What follows belongs to an exercise in optimizing a design on an open flow for small area, a short achievable clock period and few clock cycles; a production flow would make more cautious choices. No activity file was given, so power comes from the tool's default toggle rates.

JK:
Design LCD_CTRL, start of the top module:
module LCD_CTRL(
    input clk, cmd_valid, reset,
    input [3:0] cmd,
    input [7:0] IROM_Q,
    output IRAM_valid, IROM_rd, busy, done,
    output [5:0] IROM_A,
    output [5:0] IRAM_A,
    output [7:0] IRAM_D
);
Size in the first run: roughly 670 flip-flops, ~39 I/O pins.
==> flow/config.mk <==
export PLATFORM = sky130hd
export DESIGN_NAME = LCD_CTRL
export DESIGN_NICKNAME = LCD_CTRL
export VERILOG_FILES = /design/flow/design.v
export SDC_FILE = /design/flow/constraint.sdc
export NUM_CORES = 8
export LEC_CHECK = 0
export ABC_AREA = 1
export CAP_MARGIN = 20
export CORE_MARGIN = 2
export CORE_UTILIZATION = 30
export SLEW_MARGIN = 20
==> flow/constraint.sdc <==
create_clock -name core_clock -period 10.0 [get_ports {clk}]
set_input_delay 2.0000 -clock core_clock [delete_from_list [all_inputs] [get_ports {clk}]]
set_output_delay 2.0000 -clock core_clock [all_outputs]
set_load 0.01 [all_outputs]
standard.sh (not shown) runs the stock make flow with config.mk's settings and CLKGATE_MAP_FILE= SYNTH_SCRIPT=/design/flow/synth_recipe.tcl, a recipe that flattens the netlist after the stock synthesis.
==> flow/flow/run.sh <==
#!/bin/bash
# The standard layout, with timing repair aiming for a setup slack of 7 ns at the 10 ns clock.
set -euo pipefail
bash standard.sh SETUP_SLACK_MARGIN=7 finish > standard.log 2>&1
[inputs] MS vs JK
-- flow/design.v --
<<< JK, line 77
    wire lb3 = land &  rom_a[3] &  rom_a[0];
    wire wstart = cw & ~wph;
    wire [7:0] wd0 = lb0 ? IROM_Q : x0;
    wire [7:0] wd1 = lb1 ? IROM_Q : x1;
>>> MS, line 77
    wire lb3 = land &  rom_a[3] &  rom_a[0];
    wire wstart = cw & ~wph;
    wire ev0 = lb0 | wstart | (chg0 & ~wph);
    wire ev1 = lb1 | wstart | (chg1 & ~wph);
    wire ev2 = lb2 | wstart | (chg2 & ~wph);
    wire ev3 = lb3 | wstart | (chg3 & ~wph);
    wire [7:0] wd0 = lb0 ? IROM_Q : x0;
    wire [7:0] wd1 = lb1 ? IROM_Q : x1;
<<< JK, line 84
    always @(posedge clk) begin
        for (k = 0; k < 16; k = k + 1) begin
            if (pi0 == k) b0[k] <= wd0;
            if (pi1 == k) b1[k] <= wd1;
            if (pi2 == k) b2[k] <= wd2;
            if (pi3 == k) b3[k] <= wd3;
        end
    end
>>> MS, line 88
    always @(posedge clk) begin
        for (k = 0; k < 16; k = k + 1) begin
            if (ev0 && pi0 == k) b0[k] <= wd0;
            if (ev1 && pi1 == k) b1[k] <= wd1;
            if (ev2 && pi2 == k) b2[k] <= wd2;
            if (ev3 && pi3 == k) b3[k] <= wd3;
        end
    end
<<< JK, line 133
    end
    always @(posedge clk) begin
        ram_a <= wstart ? wfirst : w;
        ram_d <= wstart ? (wc ? xs : IROM_Q) : (nls ? ys : IROM_Q);
        if (wstart) wend <= wfirst;
    end
    wire cvn = (take & is_op) | (cv & ~wc);
>>> MS, line 137
    end
    always @(posedge clk) begin
        if (wstart) begin
            ram_a <= wfirst;
            ram_d <= wc ? xs : IROM_Q;
            wend <= wfirst;
        end else if (wgo) begin
            ram_a <= w;
            ram_d <= nls ? ys : IROM_Q;
        end
    end
    wire cvn = (take & is_op) | (cv & ~wc);
<<< JK, line 150
            done_r <= 1'b0;
            rom_rd <= 1'b0;
            ram_v <= 1'b0;
            l0 <= 1'b0; l1 <= 1'b0; l2 <= 1'b0; l3 <= 1'b0;
        end else begin
            pri0 <= ri0; pri1 <= ri1; pci0 <= ci0; pci1 <= ci1;
            l0 <= nl0; l1 <= nl1; l2 <= nl2; l3 <= nl3;
            if (wph | wstart) begin
>>> MS, line 159
            done_r <= 1'b0;
            rom_rd <= 1'b0;
            rom_a <= 6'd0;
            ram_v <= 1'b0;
            ld <= 64'd0;
            l0 <= 1'b0; l1 <= 1'b0; l2 <= 1'b0; l3 <= 1'b0;
        end else begin
            pri0 <= ri0; pri1 <= ri1; pci0 <= ci0; pci1 <= ci1;
            ld <= ld | ({63'd0, land} << rom_a);
            l0 <= nl0; l1 <= nl1; l2 <= nl2; l3 <= nl3;
            if (wph | wstart) begin
<<< JK, line 164
                    ri1 <= wr[2:1]; ri0 <= wr[2:1] + {1'b0, wr[0]};
                    ci1 <= wcl[2:1]; ci0 <= wcl[2:1] + {1'b0, wcl[0]};
                end
                rom_rd <= wstart | wgo;
>>> MS, line 176
                    ri1 <= wr[2:1]; ri0 <= wr[2:1] + {1'b0, wr[0]};
                    ci1 <= wcl[2:1]; ci0 <= wcl[2:1] + {1'b0, wcl[0]};
                    rom_a <= wnext;
                end
                rom_rd <= wstart | wgo;
<<< JK, line 172
                if (mr) begin c <= cr; ci1 <= cr[2:1]; ci0 <= cr0; end
                rom_rd <= miss;
                cv <= cvn;
                if (take & (cmd == 4'd0)) cw <= 1'b1;
>>> MS, line 185
                if (mr) begin c <= cr; ci1 <= cr[2:1]; ci0 <= cr0; end
                rom_rd <= miss;
                rom_a <= fa;
                cv <= cvn;
                if (take & (cmd == 4'd0)) cw <= 1'b1;
<<< JK, line 177
            end
        end
    end
    always @(posedge clk) rom_a <= (wph | wstart) ? wnext : fa;
    integer q;
    always @(posedge clk, posedge reset) begin
        if (reset) ld <= 64'd0;
        else for (q = 0; q < 64; q = q + 1) if (land && rom_a == q) ld[q] <= 1'b1;
    end
    always @(posedge clk) begin
>>> MS, line 191
            end
        end
    end
    always @(posedge clk) begin
==> summary.txt <==
In the flow results for MS and JK, the critical path depth is larger on JK.
Of MS and JK, the higher peak supply drop belongs to JK.
The final layout from MS, which completed every stage, passed the timing, design-rule and antenna checks at the end of the flow.
Net count after synthesis: MS vs JK up 37
For JK, the cell with the biggest individual delay on the critical path was sky130_fd_sc_hd__dfxtp_1, unlike MS, where it was sky130_fd_sc_hd__edfxtp_1.
Synthesized cell count in MS vs JK: up 37
Lower final cell count among MS and JK: JK
The number of well-tap cells placed in MS was higher than what JK gave.
Function was not checked in any run of this note: the RTL went through the layout flow alone.


The RTL this note starts from:
==> flow/design.v <==
module LCD_CTRL(
    input clk, cmd_valid, reset,
    input [3:0] cmd,
    input [7:0] IROM_Q,
    output IRAM_valid, IROM_rd, busy, done,
    output [5:0] IROM_A,
    output [5:0] IRAM_A,
    output [7:0] IRAM_D
);
    reg [2:0] r, c;           
    reg [1:0] ri0, ri1, ci0, ci1;
    reg [1:0] pri0, pri1, pci0, pci1;   
    reg       busy_r, cv, cw, wph, done_r, rom_rd, ram_v;
    reg       smax, smin, savg;
    reg [3:0] srow, scol;     
    reg [5:0] rom_a, ram_a, wend;
    reg [7:0] ram_d;
    reg [63:0] ld;            
    reg [7:0] b0 [0:15];      
    reg [7:0] b1 [0:15];      
    reg [7:0] b2 [0:15];      
    reg [7:0] b3 [0:15];      
    reg [7:0] x0, x1, x2, x3;  
    reg       l0, l1, l2, l3;  
    assign busy = busy_r;
    assign done = done_r;
    assign IROM_rd = rom_rd;
    assign IROM_A = rom_a;
    assign IRAM_valid = ram_v;
    assign IRAM_A = ram_a;
    assign IRAM_D = ram_d;
    wire wc = l0 & l1 & l2 & l3;              
    wire opx = cv & wc;                       
    wire g01 = x0 >= x1, g02 = x0 >= x2, g03 = x0 >= x3;
    wire g12 = x1 >= x2, g13 = x1 >= x3, g23 = x2 >= x3;
    wire [7:0] vmax = ({8{ g01 &  g02 &  g03}} & x0) | ({8{~g01 &  g12 &  g13}} & x1) |
                      ({8{~g02 & ~g12 &  g23}} & x2) | ({8{~g03 & ~g13 & ~g23}} & x3);
    wire [7:0] vmin = ({8{~g01 & ~g02 & ~g03}} & x0) | ({8{ g01 & ~g12 & ~g13}} & x1) |
                      ({8{ g02 &  g12 & ~g23}} & x2) | ({8{ g03 &  g13 &  g23}} & x3);
    function [8:0] add8;
        input [7:0] a, b;
        reg [7:0] g0, p0, g1, p1, g2, p2, g3;
        begin
            g0 = a & b; p0 = a ^ b;
            g1 = g0 | (p0 & {g0[6:0], 1'b0}); p1 = p0 & {p0[6:0], 1'b0};
            g2 = g1 | (p1 & {g1[5:0], 2'b0}); p2 = p1 & {p1[5:0], 2'b0};
            g3 = g2 | (p2 & {g2[3:0], 4'b0});
            add8 = {g3[7], p0 ^ {g3[6:0], 1'b0}};
        end
    endfunction
    function [9:0] add9;
        input [8:0] a, b;
        reg [8:0] g0, p0, g1, p1, g2, p2, g3, p3, g4;
        begin
            g0 = a & b; p0 = a ^ b;
            g1 = g0 | (p0 & {g0[7:0], 1'b0}); p1 = p0 & {p0[7:0], 1'b0};
            g2 = g1 | (p1 & {g1[6:0], 2'b0}); p2 = p1 & {p1[6:0], 2'b0};
            g3 = g2 | (p2 & {g2[4:0], 4'b0}); p3 = p2 & {p2[4:0], 4'b0};
            g4 = g3 | (p3 & {g3[0], 8'b0});
            add9 = {g4[8], p0 ^ {g4[7:0], 1'b0}};
        end
    endfunction
    wire [9:0] sum = add9(add8(x0, x1), add8(x2, x3));
    wire [7:0] vavg = sum[9:2];
    wire [7:0] vsym = ({8{smax}} & vmax) | ({8{smin}} & vmin) | ({8{savg}} & vavg);
    wire [7:0] nv0 = vsym | ({8{srow[0]}} & x2) | ({8{scol[0]}} & x1);
    wire [7:0] nv1 = vsym | ({8{srow[1]}} & x3) | ({8{scol[1]}} & x0);
    wire [7:0] nv2 = vsym | ({8{srow[2]}} & x0) | ({8{scol[2]}} & x3);
    wire [7:0] nv3 = vsym | ({8{srow[3]}} & x1) | ({8{scol[3]}} & x2);
    wire [3:0] wi0 = {ri0, ci0}, wi1 = {ri0, ci1}, wi2 = {ri1, ci0}, wi3 = {ri1, ci1};
    wire [3:0] pi0 = {pri0, pci0}, pi1 = {pri0, pci1}, pi2 = {pri1, pci0}, pi3 = {pri1, pci1};
    wire chg0 = wi0 != pi0, chg1 = wi1 != pi1, chg2 = wi2 != pi2, chg3 = wi3 != pi3;
    wire land = rom_rd & ~wph;                 
    wire lb0 = land & ~rom_a[3] & ~rom_a[0];
    wire lb1 = land & ~rom_a[3] &  rom_a[0];
    wire lb2 = land &  rom_a[3] & ~rom_a[0];
    wire lb3 = land &  rom_a[3] &  rom_a[0];
    wire wstart = cw & ~wph;
    wire [7:0] wd0 = lb0 ? IROM_Q : x0;
    wire [7:0] wd1 = lb1 ? IROM_Q : x1;
    wire [7:0] wd2 = lb2 ? IROM_Q : x2;
    wire [7:0] wd3 = lb3 ? IROM_Q : x3;
    integer k;
    always @(posedge clk) begin
        for (k = 0; k < 16; k = k + 1) begin
            if (pi0 == k) b0[k] <= wd0;
            if (pi1 == k) b1[k] <= wd1;
            if (pi2 == k) b2[k] <= wd2;
            if (pi3 == k) b3[k] <= wd3;
        end
    end
    wire [5:0] a0 = {ri0, 1'b0, ci0, 1'b0};    
    wire [5:0] a1 = {ri0, 1'b0, ci1, 1'b1};
    wire [5:0] a2 = {ri1, 1'b1, ci0, 1'b0};
    wire [5:0] a3 = {ri1, 1'b1, ci1, 1'b1};
    wire [7:0] y0 = b0[wi0], y1 = b1[wi1], y2 = b2[wi2], y3 = b3[wi3];
    wire nl0 = chg0 ? ld[a0] : (l0 | lb0);
    wire nl1 = chg1 ? ld[a1] : (l1 | lb1);
    wire nl2 = chg2 ? ld[a2] : (l2 | lb2);
    wire nl3 = chg3 ? ld[a3] : (l3 | lb3);
    wire miss = ~(nl0 & nl1 & nl2 & nl3);
    wire [5:0] fa = ~nl0 ? a0 : ~nl1 ? a1 : ~nl2 ? a2 : a3;
    always @(posedge clk) begin
        x0 <= opx ? nv0 : chg0 ? y0 : lb0 ? IROM_Q : x0;
        x1 <= opx ? nv1 : chg1 ? y1 : lb1 ? IROM_Q : x1;
        x2 <= opx ? nv2 : chg2 ? y2 : lb2 ? IROM_Q : x2;
        x3 <= opx ? nv3 : chg3 ? y3 : lb3 ? IROM_Q : x3;
    end
    wire take = cmd_valid & ~busy_r;
    wire mu = take & (cmd == 4'd1) & (r != 3'd0);
    wire md = take & (cmd == 4'd2) & (r != 3'd6);
    wire ml = take & (cmd == 4'd3) & (c != 3'd0);
    wire mr = take & (cmd == 4'd4) & (c != 3'd6);
    wire is_op = cmd >= 4'd5;
    wire [2:0] ru = r - 3'd1, rd = r + 3'd1, cl = c - 3'd1, cr = c + 3'd1;
    wire [1:0] ru0 = ru[2:1] + {1'b0, ru[0]}, rd0 = rd[2:1] + {1'b0, rd[0]};
    wire [1:0] cl0 = cl[2:1] + {1'b0, cl[0]}, cr0 = cr[2:1] + {1'b0, cr[0]};
    wire [5:0] w = {r, c};
    wire [5:0] wfirst = wc ? w : rom_a;
    wire [5:0] wnext = (wstart ? wfirst : w) + 6'd1;
    wire [2:0] wr = wnext[5:3], wcl = wnext[2:0];
    wire       wlast = ram_v & (w == wend);     
    wire       wgo = wph & ~done_r & ~wlast;
    reg  [7:0] xs, ys;
    reg        nls;
    always @(*) begin
        case ({r[0], c[0]})
            2'b00: begin xs = x0; ys = y0; nls = ld[a0]; end
            2'b01: begin xs = x1; ys = y1; nls = ld[a1]; end
            2'b10: begin xs = x2; ys = y2; nls = ld[a2]; end
            default: begin xs = x3; ys = y3; nls = ld[a3]; end
        endcase
    end
    always @(posedge clk) begin
        ram_a <= wstart ? wfirst : w;
        ram_d <= wstart ? (wc ? xs : IROM_Q) : (nls ? ys : IROM_Q);
        if (wstart) wend <= wfirst;
    end
    wire cvn = (take & is_op) | (cv & ~wc);
    wire dd = r[0] ^ c[0];                    
    always @(posedge clk, posedge reset) begin
        if (reset) begin
            r <= 3'd3; c <= 3'd3;
            ri0 <= 2'd2; ri1 <= 2'd1; ci0 <= 2'd2; ci1 <= 2'd1;
            pri0 <= 2'd2; pri1 <= 2'd1; pci0 <= 2'd2; pci1 <= 2'd1;
            busy_r <= 1'b0;
            cv <= 1'b0;
            cw <= 1'b0;
            wph <= 1'b0;
            done_r <= 1'b0;
            rom_rd <= 1'b0;
            ram_v <= 1'b0;
            l0 <= 1'b0; l1 <= 1'b0; l2 <= 1'b0; l3 <= 1'b0;
        end else begin
            pri0 <= ri0; pri1 <= ri1; pci0 <= ci0; pci1 <= ci1;
            l0 <= nl0; l1 <= nl1; l2 <= nl2; l3 <= nl3;
            if (wph | wstart) begin
                wph <= 1'b1;
                cv <= 1'b0;
                ram_v <= wstart | wgo;
                if (wlast) done_r <= 1'b1;
                if (wstart | wgo) begin
                    r <= wr; c <= wcl;
                    ri1 <= wr[2:1]; ri0 <= wr[2:1] + {1'b0, wr[0]};
                    ci1 <= wcl[2:1]; ci0 <= wcl[2:1] + {1'b0, wcl[0]};
                end
                rom_rd <= wstart | wgo;
            end else begin
                if (mu) begin r <= ru; ri1 <= ru[2:1]; ri0 <= ru0; end
                if (md) begin r <= rd; ri1 <= rd[2:1]; ri0 <= rd0; end
                if (ml) begin c <= cl; ci1 <= cl[2:1]; ci0 <= cl0; end
                if (mr) begin c <= cr; ci1 <= cr[2:1]; ci0 <= cr0; end
                rom_rd <= miss;
                cv <= cvn;
                if (take & (cmd == 4'd0)) cw <= 1'b1;
                busy_r <= (take & (cmd == 4'd0)) | (cvn & miss);
            end
        end
    end
    always @(posedge clk) rom_a <= (wph | wstart) ? wnext : fa;
    integer q;
    always @(posedge clk, posedge reset) begin
        if (reset) ld <= 64'd0;
        else for (q = 0; q < 64; q = q + 1) if (land && rom_a == q) ld[q] <= 1'b1;
    end
    always @(posedge clk) begin
        if (take) begin
            smax <= cmd == 4'd5;
            smin <= cmd == 4'd6;
            savg <= cmd == 4'd7;
            srow[0] <= (cmd == 4'd10) | (cmd == 4'd8 &  dd) | (cmd == 4'd9 & ~dd);
            srow[1] <= (cmd == 4'd10) | (cmd == 4'd8 & ~dd) | (cmd == 4'd9 &  dd);
            srow[2] <= (cmd == 4'd10) | (cmd == 4'd8 & ~dd) | (cmd == 4'd9 &  dd);
            srow[3] <= (cmd == 4'd10) | (cmd == 4'd8 &  dd) | (cmd == 4'd9 & ~dd);
            scol[0] <= (cmd == 4'd11) | (cmd == 4'd8 & ~dd) | (cmd == 4'd9 &  dd);
            scol[1] <= (cmd == 4'd11) | (cmd == 4'd8 &  dd) | (cmd == 4'd9 & ~dd);
            scol[2] <= (cmd == 4'd11) | (cmd == 4'd8 &  dd) | (cmd == 4'd9 & ~dd);
            scol[3] <= (cmd == 4'd11) | (cmd == 4'd8 & ~dd) | (cmd == 4'd9 &  dd);
        end
    end
endmodule
clock: 10.0 ns
lec_check: 0
abc_area: 1
cap_margin: 20
core_margin: 2
core_utilization: 30
cts_buf_list: sky130_fd_sc_hd__clkbuf_8
slew_margin: 20
Scripts as last shown in full above: flow/flow/run.sh
The starting point went through all stages and came out clean.
==> next run, changes <==
--- a/flow/design.v
+++ b/flow/design.v
@@ -12,6 +12,8 @@
     reg [1:0] pri0, pri1, pci0, pci1;   
     reg       busy_r, cv, cw, wph, done_r, rom_rd, ram_v;
     reg       smax, smin, savg;
+    reg [9:0] ssum;           
+    reg       sv;             
     reg [3:0] srow, scol;     
     reg [5:0] rom_a, ram_a, wend;
     reg [7:0] ram_d;
@@ -30,7 +32,7 @@
     assign IRAM_A = ram_a;
     assign IRAM_D = ram_d;
     wire wc = l0 & l1 & l2 & l3;              
-    wire opx = cv & wc;                       
+    wire opx = cv & wc & (~savg | sv);
     wire g01 = x0 >= x1, g02 = x0 >= x2, g03 = x0 >= x3;
     wire g12 = x1 >= x2, g13 = x1 >= x3, g23 = x2 >= x3;
     wire [7:0] vmax = ({8{ g01 &  g02 &  g03}} & x0) | ({8{~g01 &  g12 &  g13}} & x1) |
@@ -61,7 +63,7 @@
         end
     endfunction
     wire [9:0] sum = add9(add8(x0, x1), add8(x2, x3));
-    wire [7:0] vavg = sum[9:2];
+    wire [7:0] vavg = ssum[9:2];
     wire [7:0] vsym = ({8{smax}} & vmax) | ({8{smin}} & vmin) | ({8{savg}} & vavg);
     wire [7:0] nv0 = vsym | ({8{srow[0]}} & x2) | ({8{scol[0]}} & x1);
     wire [7:0] nv1 = vsym | ({8{srow[1]}} & x3) | ({8{scol[1]}} & x0);
@@ -100,6 +102,13 @@
     wire nl3 = chg3 ? ld[a3] : (l3 | lb3);
     wire miss = ~(nl0 & nl1 & nl2 & nl3);
     wire [5:0] fa = ~nl0 ? a0 : ~nl1 ? a1 : ~nl2 ? a2 : a3;
+    wire sym = smax | smin | savg;            
+    wire xch = chg0 | chg1 | chg2 | chg3 | land;
+    always @(posedge clk) ssum <= opx ? (sym ? {vsym, 2'b00} : ssum) : sum;
+    always @(posedge clk, posedge reset) begin
+        if (reset) sv <= 1'b0;
+        else sv <= opx ? (sym | sv) : ~xch;
+    end
     always @(posedge clk) begin
         x0 <= opx ? nv0 : chg0 ? y0 : lb0 ? IROM_Q : x0;
         x1 <= opx ? nv1 : chg1 ? y1 : lb1 ? IROM_Q : x1;
@@ -136,7 +145,9 @@
         ram_d <= wstart ? (wc ? xs : IROM_Q) : (nls ? ys : IROM_Q);
         if (wstart) wend <= wfirst;
     end
-    wire cvn = (take & is_op) | (cv & ~wc);
+    wire cvn = (take & is_op) | (cv & ~opx);
+    wire avgn = take ? (cmd == 4'd7) : savg;   
+    wire svn = opx ? (sym | sv) : ~xch;
     wire dd = r[0] ^ c[0];                    
     always @(posedge clk, posedge reset) begin
         if (reset) begin
@@ -173,7 +184,7 @@
                 rom_rd <= miss;
                 cv <= cvn;
                 if (take & (cmd == 4'd0)) cw <= 1'b1;
-                busy_r <= (take & (cmd == 4'd0)) | (cvn & miss);
+                busy_r <= (take & (cmd == 4'd0)) | (cvn & (miss | (avgn & ~svn)));
             end
         end
     end
Effect: The new run passed the timing, design-rule and antenna checks. Cell count is higher by a few percent. Non-clock buffer count climbs by 17. Fmax climbs slightly. Via count goes up by a few percent. Clock-buffer cell count increases by 5. Clock skew decreases by 0.019 ns. Setup slack gets better by 0.010 ns. Total power rose by a few percent.
Function was not checked in any run of this note: the RTL went through the layout flow alone.

[separate check: timing with driven ports]
No port has a modelled driver above. Below, the same layouts with a new extraction and two added sets of constraints. Step 1, drivers: a clkbuf_16 drives clk and a buf_2 each remaining input, both assumed. Step 2 times the ports against the registers' clock, not the clock port: input delays grow and output delays shrink by t, the midpoint of the rising clock arrivals with the driver on. Three values: no drivers, after step 1, after step 2; two values: the first two.
| run | t (ns) | setup slack, ns | worst setup path after step 2 | slew at the worst register clock pin (ns) |
|---|---|---|---|---|
| JK | 0.674 | 6.702 / 6.683 / 6.267 | input to register | 0.06 / 0.06 |
| MS | 0.675 | 6.687 / 6.628 / 6.192 | input to register | 0.07 / 0.07 |
| the first run of note 2 | 0.780 | 6.617 / 6.561 / 6.211 | input to register | 0.07 / 0.07 |
| the second run of note 2 | 0.800 | 6.627 / 6.567 / 6.224 | input to register | 0.07 / 0.07 |
After both steps every run listed still meets setup and hold. For MS, which loses most, drivers alone change the setup slack by -0.059 ns; drivers and shift together by -0.495 ns.
